What follows belongs to an exercise in optimizing a design on an open flow for small area and a short achievable clock period; a production flow would make more cautious choices. Function was checked by simulation only, so behaviour that the tests miss may differ from the original. No activity file was given, so power comes from the tool's default toggle rates.

R:
Design PE, start of the top module:
module PE (
    input  wire               clk,
    input  wire               rst,
    input  wire               en,
    input  wire               mode_residual,
    input  wire signed [15:0] input_data,
    input  wire signed [15:0] weight_data,
    input  wire signed [15:0] residual_data,
    output reg  signed [15:0] output_data,
    output wire               input_sparse,
    output wire               weight_sparse,
    output wire               computation_skipped,
    output reg         [15:0] sparse_count,
    output reg         [15:0] total_count
);
    assign input_sparse  = (input_data[15:4] == 12'h000) |
                           ((input_data[15:4] == 12'hfff) & (input_data[3:0] != 4'h0));
    assign weight_sparse = (weight_data[15:4] == 12'h000) |
                           ((weight_data[15:4] == 12'hfff) & (weight_data[3:0] != 4'h0));
    assign computation_skipped = input_sparse | weight_sparse;
    wire skip = computation_skipped;
    wire mac = en & ~skip;
    reg  [15:0] acc_s;
    reg  [15:0] acc_c;
    reg         acc_x;
    wire pp_0_0;    
    nd2 u_pp0_0 (.a(input_data[0]), .b(weight_data[0]), .y(pp_0_0));
    wire pp_0_1;    
    nd2 u_pp0_1 (.a(input_data[0]), .b(weight_data[1]), .y(pp_0_1));
    wire pp_0_2;    
    nd2 u_pp0_2 (.a(input_data[0]), .b(weight_data[2]), .y(pp_0_2));
    wire pp_0_3;    
    nd2 u_pp0_3 (.a(input_data[0]), .b(weight_data[3]), .y(pp_0_3));
    wire pp_0_4;    
    nd2 u_pp0_4 (.a(input_data[0]), .b(weight_data[4]), .y(pp_0_4));
    wire pp_0_5;    
    nd2 u_pp0_5 (.a(input_data[0]), .b(weight_data[5]), .y(pp_0_5));
    wire pp_0_6;    
    nd2 u_pp0_6 (.a(input_data[0]), .b(weight_data[6]), .y(pp_0_6));
    wire pp_0_7;    
    nd2 u_pp0_7 (.a(input_data[0]), .b(weight_data[7]), .y(pp_0_7));
    wire pp_0_8;    
    nd2 u_pp0_8 (.a(input_data[0]), .b(weight_data[8]), .y(pp_0_8));
    wire pp_0_9;    
    nd2 u_pp0_9 (.a(input_data[0]), .b(weight_data[9]), .y(pp_0_9));
    wire pp_0_10;    
    nd2 u_pp0_10 (.a(input_data[0]), .b(weight_data[10]), .y(pp_0_10));
    wire pp_0_11;    
    nd2 u_pp0_11 (.a(input_data[0]), .b(weight_data[11]), .y(pp_0_11));
    wire pp_0_12;    
    nd2 u_pp0_12 (.a(input_data[0]), .b(weight_data[12]), .y(pp_0_12));
    wire pp_0_13;    
    nd2 u_pp0_13 (.a(input_data[0]), .b(weight_data[13]), .y(pp_0_13));
    wire pp_0_14;    
  ...
For scale: roughly 680 cells after synthesis, ~100 I/O pins, about 0.0073 sq mm of cells after synthesis.
==> flow/config.mk <==
export PLATFORM = sky130hd
export DESIGN_NAME = PE
export DESIGN_NICKNAME = PE
export VERILOG_FILES = /design/flow/design.v
export SDC_FILE = /design/flow/constraint.sdc
export NUM_CORES = 4
export LEC_CHECK = 0
export CAP_MARGIN = 20
export CORE_MARGIN = 2
export CORE_UTILIZATION = 40
export CTS_BUF_LIST = sky130_fd_sc_hd__clkbuf_8
export PLACE_DENSITY = 0.6
export SETUP_SLACK_MARGIN = 3.5
export SLEW_MARGIN = 20
export SYNTH_HIERARCHICAL = 1
export SYNTH_MINIMUM_KEEP_SIZE = 0
==> flow/constraint.sdc <==
create_clock -name core_clock -period 8.0 [get_ports {clk}]
set_input_delay 1.6000 -clock core_clock [delete_from_list [all_inputs] [get_ports {clk}]]
set_output_delay 1.6000 -clock core_clock [all_outputs]
set_load 0.01 [all_outputs]
standard.sh (not shown) runs the stock make flow with config.mk's settings and CLKGATE_MAP_FILE= SYNTH_SCRIPT=/design/flow/synth_recipe.tcl, a recipe that flattens the netlist after the stock synthesis.
==> flow/flow/run.sh <==
#!/bin/bash
# Standard ORFS layout with two changes:
#  - port buffers use the smallest buffer cell (buffer_ports' default pick is clkdlybuf4s50_1);
#  - after synthesis every combinational cell starts at drive strength 1 (flow/downsize.tcl),
#    and timing repair sizes up only what the timing needs.
set -euo pipefail
export BUFFER_PORTS_ARGS="-buffer_cell sky130_fd_sc_hd__buf_1"
export POST_SYNTH_TCL="$(pwd)/flow/downsize.tcl"
bash standard.sh finish > standard_flow.log 2>&1
==> flow/flow/downsize.tcl <==
# Sourced after the synthesized netlist is loaded (POST_SYNTH_TCL): set every
# combinational cell to its smallest (_1) drive strength; the later timing repair
# sizes up the cells that need it. Flip-flops are left as synthesis made them.
set db [ord::get_db]
set n 0
foreach inst [[ord::get_db_block] getInsts] {
  set m [[$inst getMaster] getName]
  if {[regexp {^(sky130_fd_sc_hd__[a-z0-9]+)_([0-9]+)$} $m -> base d]} {
    if {[string match "*__df*" $base] || [string match "*__dl*" $base] || [string match "*__sdf*" $base]} { continue }
    if {$d > 1} {
      set nm [$db findMaster ${base}_1]
      if {$nm ne "NULL" && $nm ne ""} { $inst swapMaster $nm; incr n }
    }
  }
}
puts "downsize.tcl: set $n cells to drive strength 1"
Inputs modified between R and Q:
diff --git a/flow/design.v b/flow/design.v
--- a/flow/design.v
+++ b/flow/design.v
@@ -14,16 +14,15 @@
     output reg         [15:0] total_count
 );
     assign input_sparse  = (input_data[15:4] == 12'h000) |
                            ((input_data[15:4] == 12'hfff) & (input_data[3:0] != 4'h0));
     assign weight_sparse = (weight_data[15:4] == 12'h000) |
                            ((weight_data[15:4] == 12'hfff) & (weight_data[3:0] != 4'h0));
     assign computation_skipped = input_sparse | weight_sparse;
-    wire skip = computation_skipped;
-    wire mac = en & ~skip;
+    wire mac = en & ~computation_skipped;
     reg  [15:0] acc_s;
     reg  [15:0] acc_c;
     reg         acc_x;
     wire pp_0_0;    
     nd2 u_pp0_0 (.a(input_data[0]), .b(weight_data[0]), .y(pp_0_0));
     wire pp_0_1;    
     nd2 u_pp0_1 (.a(input_data[0]), .b(weight_data[1]), .y(pp_0_1));
@@ -717,15 +716,15 @@
             acc_c <= 16'd0;
             acc_x <= 1'b0;
             output_data <= 16'd0;
             sparse_count <= 16'd0;
             total_count <= 16'd0;
         end else begin
             total_count  <= total_count + {15'd0, en};
-            sparse_count <= sparse_count + {15'd0, en & skip};
+            sparse_count <= sparse_count + {15'd0, en & computation_skipped};
             acc_s <= acc_s_d;
             acc_c[6] <= acc_c_d[6];
             acc_c[7] <= acc_c_d[7];
             acc_c[8] <= acc_c_d[8];
             acc_c[9] <= acc_c_d[9];
             acc_c[10] <= acc_c_d[10];
             acc_c[11] <= acc_c_d[11];
--- outcome ---
As far as count of vias placed by the detailed router goes, Q and R are indistinguishable; the numbers are identical. Buffer count from post-CTS setup fixing came out exactly the same in Q and R. As far as clock network power share is concerned, Q and R perform about the same. From Q to R, area of the die did not move at all. Aggregate routed wire length came out exactly the same in Q and R. Number of antenna violations at the first check in global routing of Q is on par with R. Q against R: setup slack at placement held; synthesis-to-layout area growth flat. R -> Q: clock skew delta 0, exact match. Routability-driven placement congestion ratio essentially unchanged between Q and R.

## separate check: timing with driven ports
In the flow no input, the clock included, has a driving cell. The finished layouts below were timed again as built, in two steps. Step 1 sets driving cells, clkbuf_16 on the clock port and buf_2 on the other inputs (assumed; they add their load-dependent delay and slew). Step 2 adds t to the input delays and takes it off the output delays; t is the mean of the earliest and latest rising clock arrival at the registers after step 1. Input paths then give back, and output paths get back, about the clock's delay inside the block. Slacks: ideal ports / drivers / drivers and shift; pairs: ideal ports / drivers.
run | t, ns | setup WS [ns] | worst setup path at the end
R | 0.388 | 3.559 / 3.538 / 3.200 | input to register
Q | 0.388 | 3.559 / 3.538 / 3.200 | input to register
After both steps setup and hold are still met in every run listed.
